Context: an optimization exercise on an open-source flow, tuned for small area. The choices shown serve that exercise and are no tape-out recipe. The RTL of this run was laid out without a check of its function. Power figures rest on the tool's default switching activity, not on a simulated workload.

[design/flow/config.mk]
export PLATFORM = sky130hd
export DESIGN_NAME = emaxi
export DESIGN_NICKNAME = emaxi
export VERILOG_FILES = /design/flow/design.v
export SDC_FILE = /design/flow/constraint.sdc
export NUM_CORES = 8
export LEC_CHECK = 0
export CAP_MARGIN = 20
export CORE_MARGIN = 2
export CORE_UTILIZATION = 40
export PLACE_DENSITY = 0.6
export SLEW_MARGIN = 20
[design/flow/constraint.sdc]
create_clock -name core_clock -period 5.0 [get_ports {m_axi_aclk}]
set_input_delay 1.0000 -clock core_clock [delete_from_list [all_inputs] [get_ports {m_axi_aclk}]]
set_output_delay 1.0000 -clock core_clock [all_outputs]
set_load 0.01 [all_outputs]
[design/flow/design.v]
module packet2emesh #(parameter AW = 32,    
		      parameter PW = 104)   
   (
    input [PW-1:0]  packet_in,
    output 	    write_in,    
    output [1:0]    datamode_in, 
    output [4:0]    ctrlmode_in, 
    output [AW-1:0] dstaddr_in,  
    output [AW-1:0] srcaddr_in,  
    output [AW-1:0] data_in  
    );
	   assign write_in           = packet_in[0];   
	   assign datamode_in[1:0]   = packet_in[2:1];   
	   assign ctrlmode_in[4:0]   = {1'b0,packet_in[6:3]};   
	   assign dstaddr_in[31:0]   = packet_in[39:8]; 	 
	   assign srcaddr_in[31:0]   = packet_in[103:72];  
	   assign data_in[31:0]      = packet_in[71:40]; 
endmodule  
module emesh2packet #(parameter AW = 32,    
		      parameter PW = 104)   
   (
    input 	    write_out, 
    input [1:0]     datamode_out,
    input [4:0]     ctrlmode_out,
    input [AW-1:0]  dstaddr_out,
    input [AW-1:0]  data_out, 
    input [AW-1:0]  srcaddr_out, 
    output [PW-1:0] packet_out
    );
   assign packet_out[0]       = write_out;   
   assign packet_out[2:1]     = datamode_out[1:0];
   assign packet_out[7:3]     = ctrlmode_out[4:0];
	   assign packet_out[39:8]    = dstaddr_out[31:0];
	   assign packet_out[71:40]   = data_out[31:0];
	   assign packet_out[103:72]  = srcaddr_out[31:0];
endmodule  
module oh_memory_ram  # (parameter DW    = 104,            
			 parameter DEPTH = 32,             
			 parameter AW    = 5   
			 ) 
   ( 
    input 		rd_clk, 
    input 		rd_en,  
    input [AW-1:0] 	rd_addr,  
    output reg [DW-1:0] rd_dout,  
    input 		wr_clk, 
    input 		wr_en,  
    input [AW-1:0] 	wr_addr,  
    input [DW-1:0] 	wr_wem,  
    input [DW-1:0] 	wr_din  
    );
   reg [DW-1:0]        ram    [DEPTH-1:0];  
   integer 	       i;
   always @ (posedge rd_clk)
     if(rd_en)       
       rd_dout[DW-1:0] <= ram[rd_addr[AW-1:0]];
   always @(posedge wr_clk)    
     for (i=0;i<DW;i=i+1)
       if (wr_en & wr_wem[i]) 
         ram[wr_addr[AW-1:0]][i] <= wr_din[i];
endmodule  
module oh_memory_dp # (parameter DW    = 104,       
		       parameter DEPTH = 32,        
		       parameter PROJ  = "",        
		       parameter MCW   = 8,          
		       parameter AW    = 5  
		       ) 
   ( 
    input 	    wr_clk,  
    input 	    wr_en,  
    input [DW-1:0]  wr_wem,  
    input [AW-1:0]  wr_addr, 
    input [DW-1:0]  wr_din,  
    input 	    rd_clk,  
    input 	    rd_en,  
    input [AW-1:0]  rd_addr, 
    output [DW-1:0] rd_dout, 
    input 	    shutdown,  
    input [MCW-1:0] memconfig,  
    input [MCW-1:0] memrepair,  
    input 	    bist_en,  
    input 	    bist_we,  
    input [DW-1:0]  bist_wem,  
    input [AW-1:0]  bist_addr,  
    input [DW-1:0]  bist_din   
    );
	   oh_memory_ram #(.DW(DW),
			   .DEPTH(DEPTH))	     
	   memory_dp ( 
		      .rd_dout	(rd_dout[DW-1:0]),
		      .rd_clk	(rd_clk),
		      .rd_en	(rd_en),
		      .rd_addr	(rd_addr[AW-1:0]),
		      .wr_en	(wr_en),
		      .wr_clk	(wr_clk),
		      .wr_addr	(wr_addr[AW-1:0]),
		      .wr_wem	(wr_wem[DW-1:0]),
		      .wr_din	(wr_din[DW-1:0]));
endmodule  
module oh_fifo_sync #(parameter DW        = 104,       
		      parameter DEPTH     = 32,        
		      parameter PROG_FULL = (DEPTH/2), 
		      parameter AW = 5     
		      ) 
(
   input 	       clk,  
   input 	       nreset,  
   input [DW-1:0]      din,  
   input 	       wr_en,  
   input 	       rd_en,  
   output [DW-1:0]     dout,  
   output 	       full,  
   output 	       prog_full,  
   output 	       empty,  
   output reg [AW-1:0] rd_count      
 );
   reg [AW-1:0]        wr_addr;
   reg [AW-1:0]        rd_addr;
   wire 	       fifo_read;
   wire 	       fifo_write;
   assign empty       = (rd_count[AW-1:0] == 0);   
   assign prog_full   = (rd_count[AW-1:0] >= PROG_FULL);   
   assign full        = (rd_count[AW-1:0] == (DEPTH-1));
   assign fifo_read   = rd_en & ~empty;
   assign fifo_write  = wr_en & ~full;
   always @ ( posedge clk ) 
     if(!nreset) 
       begin	   
          wr_addr[AW-1:0]   <= 'd0;
          rd_addr[AW-1:0]   <= 'b0;
          rd_count[AW-1:0]  <= 'b0;
       end 
     else if(fifo_write & fifo_read) 
       begin
	  wr_addr[AW-1:0] <= wr_addr[AW-1:0] + 'd1;
	  rd_addr[AW-1:0] <= rd_addr[AW-1:0] + 'd1;	      
       end 
     else if(fifo_write) 
       begin
	  wr_addr[AW-1:0] <= wr_addr[AW-1:0]  + 'd1;
	  rd_count[AW-1:0]<= rd_count[AW-1:0] + 'd1;	
       end 
     else if(fifo_read) 
       begin	      
          rd_addr[AW-1:0] <= rd_addr[AW-1:0]  + 'd1;
          rd_count[AW-1:0]<= rd_count[AW-1:0] - 'd1;
       end
   oh_memory_dp 
     #(.DW(DW),
       .DEPTH(DEPTH))
   mem ( 
	.rd_dout	(dout[DW-1:0]),
	.rd_clk		(clk),
	.rd_en		(fifo_read),
	.rd_addr	(rd_addr[AW-1:0]),
	.wr_clk		(clk),
	.wr_en		(fifo_write),
  	.wr_wem		({(DW){1'b1}}),
	.wr_addr	(wr_addr[AW-1:0]),
	.wr_din	        (din[DW-1:0]));
endmodule  
module emaxi( 
   wr_wait, rd_wait, rr_access, rr_packet, m_axi_awid, m_axi_awaddr,
   m_axi_awlen, m_axi_awsize, m_axi_awburst, m_axi_awlock,
   m_axi_awcache, m_axi_awprot, m_axi_awqos, m_axi_awvalid, m_axi_wid,
   m_axi_wdata, m_axi_wstrb, m_axi_wlast, m_axi_wvalid, m_axi_bready,
   m_axi_arid, m_axi_araddr, m_axi_arlen, m_axi_arsize, m_axi_arburst,
   m_axi_arlock, m_axi_arcache, m_axi_arprot, m_axi_arqos,
   m_axi_arvalid, m_axi_rready,
   wr_access, wr_packet, rd_access, rd_packet, rr_wait, m_axi_aclk,
   m_axi_aresetn, m_axi_awready, m_axi_wready, m_axi_bid, m_axi_bresp,
   m_axi_bvalid, m_axi_arready, m_axi_rid, m_axi_rdata, m_axi_rresp,
   m_axi_rlast, m_axi_rvalid
   );
   parameter M_IDW  = 12;
   parameter PW     = 104;
   parameter AW     = 32;
   parameter DW     = 32;
   input               wr_access;
   input [PW-1:0]      wr_packet;   
   output              wr_wait;
   input               rd_access;
   input [PW-1:0]      rd_packet;
   output              rd_wait;
   output              rr_access;
   output [PW-1:0]     rr_packet;
   input               rr_wait;
   input               m_axi_aclk;     
   input               m_axi_aresetn;  
   output [M_IDW-1:0]  m_axi_awid;     
   output [31 : 0]     m_axi_awaddr;   
   output [7 : 0]      m_axi_awlen;    
   output [2 : 0]      m_axi_awsize;   
   output [1 : 0]      m_axi_awburst;  
   output              m_axi_awlock;   
   output [3 : 0]      m_axi_awcache;  
   output [2 : 0]      m_axi_awprot;   
   output [3 : 0]      m_axi_awqos;    
   output              m_axi_awvalid;  
   input               m_axi_awready;  
   output [M_IDW-1:0]  m_axi_wid;     
   output [63 : 0]     m_axi_wdata;    
   output [7 : 0]      m_axi_wstrb;    
   output              m_axi_wlast;    
   output              m_axi_wvalid;   
   input               m_axi_wready;   
   input [M_IDW-1:0]   m_axi_bid;
   input [1 : 0]       m_axi_bresp;    
   input               m_axi_bvalid;   
   output              m_axi_bready;   
   output [M_IDW-1:0]  m_axi_arid;     
   output [31 : 0]     m_axi_araddr;   
   output [7 : 0]      m_axi_arlen;    
   output [2 : 0]      m_axi_arsize;   
   output [1 : 0]      m_axi_arburst;  
   output              m_axi_arlock;   
   output [3 : 0]      m_axi_arcache;  
   output [2 : 0]      m_axi_arprot;   
   output [3 : 0]      m_axi_arqos;    
   output              m_axi_arvalid;  
   input               m_axi_arready;  
   input [M_IDW-1:0]   m_axi_rid;      
   input [63 : 0]      m_axi_rdata;    
   input [1 : 0]       m_axi_rresp;    
   input               m_axi_rlast;    
   input               m_axi_rvalid;   
   output              m_axi_rready;   
   reg [31 : 0]        m_axi_awaddr;
   reg [7:0]           m_axi_awlen;
   reg [2:0]           m_axi_awsize;
   reg                 m_axi_awvalid;
   reg [63 : 0]        m_axi_wdata;
   reg [63 : 0]        m_axi_rdata_reg;
   reg [7 : 0]         m_axi_wstrb;
   reg                 m_axi_wlast;
   reg                 m_axi_wvalid;
   reg                 awvalid_b;
   reg [31:0]          awaddr_b;
   reg [2:0]           awsize_b;
   reg [7:0]           awlen_b;
   reg                 wvalid_b;
   reg [63:0]          wdata_b;
   reg [7:0]           wstrb_b;
   reg [63 : 0]        wdata_aligned;
   reg [7 : 0]         wstrb_aligned;
   reg                 rr_access;
   reg [31:0]          rr_data;
   reg [31:0]          rr_srcaddr;
   reg [3:0]           rr_datamode;
   reg [3:0]           rr_ctrlmode;
   reg [31:0]          rr_dstaddr;
   reg [63:0]          m_axi_rdata_fifo;
   reg                 rr_access_fifo;
   wire                aw_go;
   wire                w_go;
   wire                readinfo_wren;
   wire                readinfo_full;
   wire [40:0]         readinfo_out;
   wire [40:0]         readinfo_in;
   wire                awvalid_in;
   wire [1:0]          wr_datamode;
   wire [AW-1:0]       wr_dstaddr;
   wire [DW-1:0]       wr_data;
   wire [AW-1:0]       wr_srcaddr;
   wire [1:0]          rd_datamode;
   wire [4:0]          rd_ctrlmode;
   wire [AW-1:0]       rd_dstaddr;
   wire [AW-1:0]       rd_srcaddr;
   wire [1:0]          rr_datamode_fifo;
   wire [3:0]          rr_ctrlmode_fifo;
   wire [31:0]         rr_dstaddr_fifo;
   wire [2:0]          rr_alignaddr_fifo;
   wire [103:0]        packet_out;   
   wire                fifo_prog_full;
   wire                fifo_full;       
   wire                fifo_rd_en;
   wire                fifo_wr_en;
   packet2emesh p2e_rxwr (
                          .write_in             (),
                          .datamode_in          (wr_datamode[1:0]),
                          .ctrlmode_in          (),
                          .dstaddr_in           (wr_dstaddr[AW-1:0]),
                          .data_in              (wr_data[DW-1:0]),
                          .srcaddr_in           (wr_srcaddr[AW-1:0]),
                          .packet_in            (wr_packet[PW-1:0])
                          );
   packet2emesh p2e_rxrd (
                          .write_in             (),
                          .datamode_in          (rd_datamode[1:0]),
                          .ctrlmode_in          (rd_ctrlmode[4:0]),
                          .dstaddr_in           (rd_dstaddr[AW-1:0]),
                          .data_in              (),
                          .srcaddr_in           (rd_srcaddr[AW-1:0]),
                          .packet_in            (rd_packet[PW-1:0])
                          );
   emesh2packet e2p (
                     .packet_out        (rr_packet[PW-1:0]),
                     .write_out         (1'b1),
                     .datamode_out      (rr_datamode[1:0]),
                     .ctrlmode_out      ({1'b0,rr_ctrlmode[3:0]}),
                     .dstaddr_out       (rr_dstaddr[AW-1:0]),
                     .data_out          (rr_data[DW-1:0]),
                     .srcaddr_out       (rr_srcaddr[AW-1:0])
                     );
   assign m_axi_awid[M_IDW-1:0]  = {(M_IDW){1'b0}};
   assign m_axi_awburst[1:0]    = 2'b01;  
   assign m_axi_awcache[3:0]    = 4'b0000;  
   assign m_axi_awprot[2:0]     = 3'b000;
   assign m_axi_awqos[3:0]      = 4'b0000;
   assign m_axi_awlock          = 1'b0;
   assign m_axi_arid[M_IDW-1:0] = {(M_IDW){1'b0}};
   assign m_axi_arburst[1:0]    = 2'b01;  
   assign m_axi_arcache[3:0]    = 4'b0000;
   assign m_axi_arprot[2:0]     = 3'h0;
   assign m_axi_arqos[3:0]      = 4'h0;
   assign m_axi_arlock          = 1'b0;
   assign m_axi_bready          = 1'b1; 
   assign m_axi_wid[M_IDW-1:0]  = {(M_IDW){1'b0}};
   assign aw_go       = m_axi_awvalid & m_axi_awready;
   assign w_go        = m_axi_wvalid  & m_axi_wready;
   assign wr_wait     = awvalid_b | wvalid_b;
   assign awvalid_in  = wr_access & ~awvalid_b & ~wvalid_b;
   always @( posedge m_axi_aclk )     
     if(!m_axi_aresetn) 
       begin
          m_axi_awvalid      <= 1'b0;
          m_axi_awaddr[31:0] <= 32'd0;
          m_axi_awlen[7:0]   <= 8'd0;
          m_axi_awsize[2:0]  <= 3'd0;     
          awvalid_b          <= 1'b0;
          awaddr_b           <= 'd0;
          awlen_b[7:0]       <= 'd0;
          awsize_b[2:0]      <= 'd0;
       end 
     else 
       begin
          if( ~m_axi_awvalid | aw_go ) 
            begin
               if( awvalid_b ) 
                 begin
                    m_axi_awvalid       <= 1'b1;
                    m_axi_awaddr[31:0]  <= awaddr_b[31:0];
                    m_axi_awlen[7:0]    <= awlen_b[7:0];
                    m_axi_awsize[2:0]   <= awsize_b[2:0];
                 end 
              else 
                begin
                   m_axi_awvalid       <= awvalid_in;
                   m_axi_awaddr[31:0]  <= wr_dstaddr[31:0];
                   m_axi_awlen[7:0]    <= 8'b0;   
                   m_axi_awsize[2:0]   <= { 1'b0, wr_datamode[1:0]};
                end
            end
          if( awvalid_in & m_axi_awvalid & ~aw_go )
            awvalid_b <= 1'b1;
          else if( aw_go )
            awvalid_b <= 1'b0;  
         if( awvalid_in )
           begin
              awaddr_b[31:0]  <= wr_dstaddr[31:0];
              awlen_b[7:0]    <= 8'b0;
              awsize_b[2:0]   <= { 1'b0, wr_datamode[1:0] };
         end        
       end  
   always @*
     case( wr_datamode[1:0] )        
       2'b00:    wdata_aligned[63:0] = { 8{wr_data[7:0]}};
       2'b01:    wdata_aligned[63:0] = { 4{wr_data[15:0]}};
       2'b10:    wdata_aligned[63:0] = { 2{wr_data[31:0]}};
       default: wdata_aligned[63:0]  = { wr_srcaddr[31:0], wr_data[31:0]};
     endcase
   always @*
     begin
        case(wr_datamode[1:0])
          2'd0:  
            case(wr_dstaddr[2:0])
              3'd0:    wstrb_aligned[7:0] = 8'h01;
              3'd1:    wstrb_aligned[7:0] = 8'h02;
              3'd2:    wstrb_aligned[7:0] = 8'h04;
              3'd3:    wstrb_aligned[7:0] = 8'h08;
              3'd4:    wstrb_aligned[7:0] = 8'h10;
              3'd5:    wstrb_aligned[7:0] = 8'h20;
              3'd6:    wstrb_aligned[7:0] = 8'h40;
              default: wstrb_aligned[7:0] = 8'h80;
            endcase
          2'd1:  
            case(wr_dstaddr[2:1])
              2'd0:    wstrb_aligned[7:0] = 8'h03;  
              2'd1:    wstrb_aligned[7:0] = 8'h0c;  
              2'd2:    wstrb_aligned[7:0] = 8'h30; 
              default: wstrb_aligned[7:0] = 8'hc0;
            endcase
          2'd2:  
            if(wr_dstaddr[2])
              wstrb_aligned[7:0] = 8'hf0;
            else
              wstrb_aligned[7:0] = 8'h0f;
          2'd3: 
            wstrb_aligned[7:0] = 8'hff;
        endcase  
     end  
   always @ (posedge m_axi_aclk )
     if(~m_axi_aresetn) 
       begin      
          m_axi_wvalid      <= 1'b0;
          m_axi_wdata[63:0] <= 64'b0;
          m_axi_wstrb[7:0]  <= 8'b0;
          m_axi_wlast       <= 1'b1;  
          wvalid_b          <= 1'b0;
          wdata_b[63:0]     <= 64'b0;
          wstrb_b[7:0]      <= 8'b0;         
       end 
     else 
       begin
          if( ~m_axi_wvalid | w_go ) 
            begin
            if( wvalid_b ) 
              begin
                 m_axi_wvalid       <= 1'b1;
                 m_axi_wdata[63:0]  <= wdata_b[63:0];
                 m_axi_wstrb[7:0]   <= wstrb_b[7:0];
              end 
            else 
              begin
                 m_axi_wvalid       <= awvalid_in;
                 m_axi_wdata[63:0]  <= wdata_aligned[63:0];
                 m_axi_wstrb[7:0]   <= wstrb_aligned[7:0];
              end
            end  
         if( awvalid_in & m_axi_wvalid & ~w_go )
           wvalid_b <= 1'b1;
         else if( w_go )
           wvalid_b <= 1'b0;  
          if( awvalid_in ) 
            begin
               wdata_b[63:0] <= wdata_aligned[63:0];
               wstrb_b[7:0]  <= wstrb_aligned[7:0];
            end
       end  
   assign  readinfo_in[40:0] = {rd_srcaddr[31:0], 
                                rd_dstaddr[2:0],  
                                rd_ctrlmode[3:0], 
                                rd_datamode[1:0]  
                                };
   oh_fifo_sync #(.DW(104), 
                   .DEPTH(32)) 
   fifo_async (.full            (fifo_full),
               .prog_full       (fifo_prog_full),
               .dout            (packet_out[103:0]),
               .empty           (),
               .nreset          (m_axi_aresetn),
               .clk             (m_axi_aclk),
               .wr_en           (fifo_wr_en),
               .din             ({63'b0,readinfo_in[40:0]}),
               .rd_en           (fifo_rd_en)
               ); 
   assign  rr_datamode_fifo[1:0]  = packet_out[1:0];
   assign  rr_ctrlmode_fifo[3:0]  = packet_out[5:2];
   assign  rr_alignaddr_fifo[2:0] = packet_out[8:6];
   assign  rr_dstaddr_fifo[31:0]  = packet_out[40:9];
   assign    m_axi_araddr[31:0]   = rd_dstaddr[31:0];
   assign    m_axi_arsize[2:0]    = {1'b0, rd_datamode[1:0]};
   assign    m_axi_arlen[7:0]     = 8'd0;  
   assign    m_axi_arvalid        = rd_access & ~fifo_prog_full;  
   assign    fifo_wr_en           = m_axi_arvalid & m_axi_arready ;
   assign    rd_wait              = ~m_axi_arready | fifo_prog_full; 
   assign    fifo_rd_en           =  m_axi_rvalid & m_axi_rready; 
   assign    m_axi_rready         = ~rr_wait;  
   always @ (posedge m_axi_aclk)
     if(!m_axi_aresetn) 
       begin
          rr_access_fifo  <= 1'b0;        
          rr_access       <= 1'b0;        
       end
     else        
       begin
          rr_access_fifo   <= fifo_rd_en;
          rr_access        <= rr_access_fifo;     
       end
   always @ (posedge m_axi_aclk)    
     begin        
        m_axi_rdata_fifo[63:0] <= m_axi_rdata[63:0];              
        rr_datamode[1:0]       <= rr_datamode_fifo[1:0];
        rr_ctrlmode[3:0]       <= rr_ctrlmode_fifo[3:0];
        rr_dstaddr[31:0]       <= rr_dstaddr_fifo[31:0];          
        case(rr_datamode_fifo[1:0]) 
          2'd0:   
            case(rr_alignaddr_fifo[2:0])
              3'd0:     rr_data[31:0] <= {24'b0,m_axi_rdata_fifo[7:0]};
              3'd1:     rr_data[31:0] <= {24'b0,m_axi_rdata_fifo[15:8]};
              3'd2:     rr_data[31:0] <= {24'b0,m_axi_rdata_fifo[23:16]};
              3'd3:     rr_data[31:0] <= {24'b0,m_axi_rdata_fifo[31:24]};
              3'd4:     rr_data[31:0] <= {24'b0,m_axi_rdata_fifo[39:32]};
              3'd5:     rr_data[31:0] <= {24'b0,m_axi_rdata_fifo[47:40]};
              3'd6:     rr_data[31:0] <= {24'b0,m_axi_rdata_fifo[55:48]};
              3'd7:     rr_data[31:0] <= {24'b0,m_axi_rdata_fifo[63:56]};
              default:  rr_data[31:0] <= {24'b0,m_axi_rdata_fifo[7:0]};
            endcase         
          2'd1:   
            case(rr_alignaddr_fifo[2:1])
              2'd0:    rr_data[31:0] <= {16'b0,m_axi_rdata_fifo[15:0]};
              2'd1:    rr_data[31:0] <= {16'b0,m_axi_rdata_fifo[31:16]};
              2'd2:    rr_data[31:0] <= {16'b0,m_axi_rdata_fifo[47:32]};
              2'd3:    rr_data[31:0] <= {16'b0,m_axi_rdata_fifo[63:48]};
              default: rr_data[31:0] <= {16'b0,m_axi_rdata_fifo[15:0]};
            endcase
          2'd2:   
            begin
               if(rr_alignaddr_fifo[2])
                 rr_data[31:0] <= m_axi_rdata_fifo[63:32];
               else
                 rr_data[31:0] <= m_axi_rdata_fifo[31:0];
            end
          2'd3: 
            begin  
               rr_data[31:0]     <= m_axi_rdata_fifo[31:0];
               rr_srcaddr[31:0]  <= m_axi_rdata_fifo[63:32];
            end
        endcase         
     end  
endmodule  
[design/flow/run.sh]
#!/bin/bash
# synth_recipe.tcl (not shown) runs the flow's synth.tcl, then flattens the netlist and writes it again
# the make line also repeats each setting of config.mk as NAME=value (left out here)
make -C /OpenROAD-flow-scripts/flow DESIGN_CONFIG=/design/flow/config.mk WORK_HOME=/design/flow/orfs CLKGATE_MAP_FILE= SYNTH_SCRIPT=/design/flow/synth_recipe.tcl finish
==> results.py <==
metrics = {
    "run_status": {
        "status": "complete, no violations",
    },
    "worst_setup_path": {
        "worstSetupEndpointType": "primary output",
        "worstRegToRegCells": 5,
        "worst-path-max-fanout": 40,
        "cp-start-kind": "register",
        "critical-path-slowest-cell": "clkdlybuf4s50_1",
        "r2r_slack_ns": 1.83,
        "cp_cell_sequence": "buf_4 > inv_1 > nand2_1 > clkdlybuf4s50_1",
        "critical_path_class": "register to primary output",
        "r2r_end": "fifo_async.mem.memory_dp.rd_dout[1]",
        "worstPathRequired_ns": 4.00,
        "rr_startpoint": "fifo_async.rd_addr[3]",
        "cpPeakStageDelay_ns": 0.64,
        "arrival_ns": 2.55,
    },
    "synth": {
        "ys_async_sr_fraction_pct": 0,
        "ys_seq_area_share_pct": 72.8,
        "synthFlopType": "edfxtp_1",
        "yosysTopAreaCell": "edfxtp_1",
        "synth_edf_count": 1385,
        "synth.distinct_cells": 65,
        "synth_seq_cells": 1752,
        "yosys.area.top_type_share_pct": 61.9,
        "ys_warn_count": 3,
        "synthesis.instances": 3955,
        "ys_top_cells_by_area": "edfxtp_1 62%, dfxtp_1 11%, mux4_2 8.4%",
        "synth_area_per_cell_um2": 17.0,
        "syn_area_um2": 67200,
    },
    "grt": {
        "grt_pass1_vias": 36200,
        "grt_pass1_wl_um": 251000,
        "grt_use_total_pct": 20.0,
        "overflow": 0,
        "grt_max_degree": 88,
        "grt_antenna_before_repair": 10,
    },
    "run": {
        "drv_cap": 0,
    },
    "place": {
        "hpwl_um": 103000,
        "io_buffers": 431,
        "place.gp.congestion": 0.811,
        "placed_cell_area_um2": 74000,
        "place_ws_ns": 1.11,
    },
    "pwr": {
        "internal_power_mw": 26.5,
        "power_frac_seq_pct": 47.4,
        "power_density_nw_per_um2": 438,
        "switching_share_pct": 24.4,
        "p_sw_mw": 8.56,
        "vdd_drop_max_uv": 371,
        "p_leak_nw": 26.0,
        "clkPwrFrac_pct": 38.5,
        "combPwrFrac_pct": 14.0,
    },
    "hold_path": {
        "hp-start": "fifo_async.mem.memory_dp.rd_dout[4]",
        "whs_endpoint": "rr_ctrlmode[2]",
        "hold_depth": 0,
        "min_path_type": "register to register",
    },
    "floorplan": {
        "rows": 150,
        "io_pins": 646,
        "die-area_um2": 171000,
        "core-area_um2": 167000,
        "initial_core_util_pct": 40.2,
        "die_h_um": 414,
        "die_w_um": 414,
    },
    "clock_tree": {
        "post_cts_buffers": 0,
        "clkTransAtPathRegs_ns": 0.06,
        "clkLatencyLatePin_ns": 0.82,
        "clock_sinks": 1752,
        "clockBufferDepth": 3,
        "post_cts_resized": 0,
        "cts_buffers": 181,
        "cts-root-buf": "clkbuf_16",
        "cts_tree": "built",
        "cts_hold_buf": 0,
        "h-tree-depth": 4,
    },
    "routing": {
        "finalWirelength_um": 175000,
        "first_pass_iters": 6,
        "drc": 0,
        "vias_per_cell": 5.52,
        "wl_per_cell_um": 25.9,
        "drtIter0Drc": 3702,
        "antenna_left": 0,
        "route.vias.total": 37300,
    },
    "layout": {
        "final_layout_size_suffix_gt1_share_pct": 16.2,
        "finish.instance_area_um2": 79900,
        "layout_common_cells": "1,385 x edfxtp_1, 408 x clkdlybuf4s50_1, 361 x dfxtp_1, 286 x mux2i_1, 261 x a21oi_1",
        "syn2layout_area_growth_pct": 18.9,
        "fin_nets": 4720,
        "final_common_cell": "edfxtp_1",
        "fillers": 14100,
    },
    "sta": {
        "fmax_mhz": 282,
        "hold_viol_final": 0,
        "tns_ns": 0,
        "setup_viol": 0,
        "worstMarginPinSlew_ns": 1.15,
        "slew_headroom_pct": 23.2,
        "slew_viol_final": 0,
        "min_period_ns": 3.55,
        "rsz0062_at_grt": "false",
        "fin_crit_sh_pct": 70.9,
        "fin_skew_ns": 0.0515,
        "layout_setup_ws_ns": 1.45,
    },
}
[power by group through the flow]
stage	clock network (mW)	registers [mW]	logic, mW
floorplan	0	16.9	3.22
global placement	0	17.0	4.89
detailed placement	0	16.9	4.99
CTS	13.8	16.6	5.01
global route	14.4	16.7	5.32
finish	13.5	16.6	4.92
[synth_stat cells (all sizes together) (12+ instances only)]
master and count:
edfxtp 1385, dfxtp 367, mux2i 286, a21oi 261, mux4 253, buf 224
nand2 203, nor2 182, clkbuf 157, a22oi 121, a211oi 95, o221ai 74
o21ai 57, a211o 26, and2 19, nor2b 19, a2111oi 18, inv 18
a22o 17, o22ai 16, nand3 14, o211ai 12
[cell families after synthesis]
| group | share of synthesized area, % |
|---|---|
| fa+ha+maj | 0.216 |
| compound gates | 7.51 |
| buf+inv | 3.35 |
| mux | 12.9 |
| xor+xnor | 0.104 |
| other cells | 0.0112 |
| simple gates | 3.13 |
| flops | 72.8 |
[critical path, delay by kind of cell, from the launching register on]
family | cells | cell delay, ns
and+or+nand+nor | 1 | 0.10
buffers and inverters | 3 | 1.33
DFF | 1 | 0.31
[routing by layer]
metal	vias to the layer above	share of wire (%)	GRT usage [%]
li1	16400	-	-
met1	19300	42	27.3
met2	1321	48	32.1
met3	310	6.7	3.88
met4	4	2.9	6.78
met5	-	0.018	0
[sequential cells by signal, summed over array words and instances (netlist names), 41 cells and up]
register and flops:
fifo_async.mem.memory_dp.ram 1312, fifo_async.mem.memory_dp.rd_dout 41, m_axi_rdata_fifo 64, m_axi_wdata 64, wdata_b 64
[cell type report]
type,count,area [um2],share of cell area [%]
multi-input cells,1885,16600,20.8
flip-flops and latches,1752,49000,61.3
well taps,2204,2760,3.45
diodes,9,22.5,0.0282
repair buffers,557,5470,6.84
clock buffers,248,4950,6.20
clock inverters,81,1040,1.31
inverters,21,83.8,0.105
[per-stage QoR]
stage               utilization (%)  total power [mW]  cells  hold WS [ns]
floorplan                         -              20.2   4039         0.323
global placement               44.3              21.9   6418         0.325
detailed placement             44.3              21.9   6419         0.327
CTS                            47.9              35.5   6748         0.339
global route                   47.8              36.4   6753         0.347
finish                         47.8              35.0   6757         0.337
[how the worst max path moves through the flow]
stage                                                      end  cells after the start  slack [ns]          start
after floorplan            fifo_async.mem.memory_dp.ram[31][0]                      4        1.05  m_axi_arready
after global placement                  fifo_async.rd_count[4]                      8        1.10  m_axi_arready
after detailed placement  fifo_async.mem.memory_dp.ram[12][28]                      6        1.11  m_axi_arready
after CTS                                              wr_wait                      4        1.37      awvalid_b
after global routing                                   wr_wait                      4        1.32      awvalid_b
final                                                  wr_wait                      4        1.45      awvalid_b

==> separate check: timing with driven ports <==
In the flow no input, the clock included, has a driving cell. The finished layout below was timed again as built, in two steps.
Step 1 sets driving cells, clkbuf_16 on the clock port and buf_2 on the other inputs (assumed; they add their load-dependent delay and slew).
Step 2 moves the port delays by t, midway between the first and last clock arrival at a register: inputs arrive t later, outputs are due t later. That takes back most of the time a late clock gives input paths.
Slacks: ideal / step 1 / step 2; pairs: ideal / step 1.
t (ns): 0.864
setup WS [ns]: 1.454 / 1.376 / 1.080
worst setup path after step 2: input to register
slew at the worst register clock pin (ns): 0.07 / 0.07
worst data-port slew with drivers (ns): 0.15
After both steps this run still meets setup and hold. The setup slack of this run moves by -0.078 ns with the drivers and by -0.374 ns with both steps.
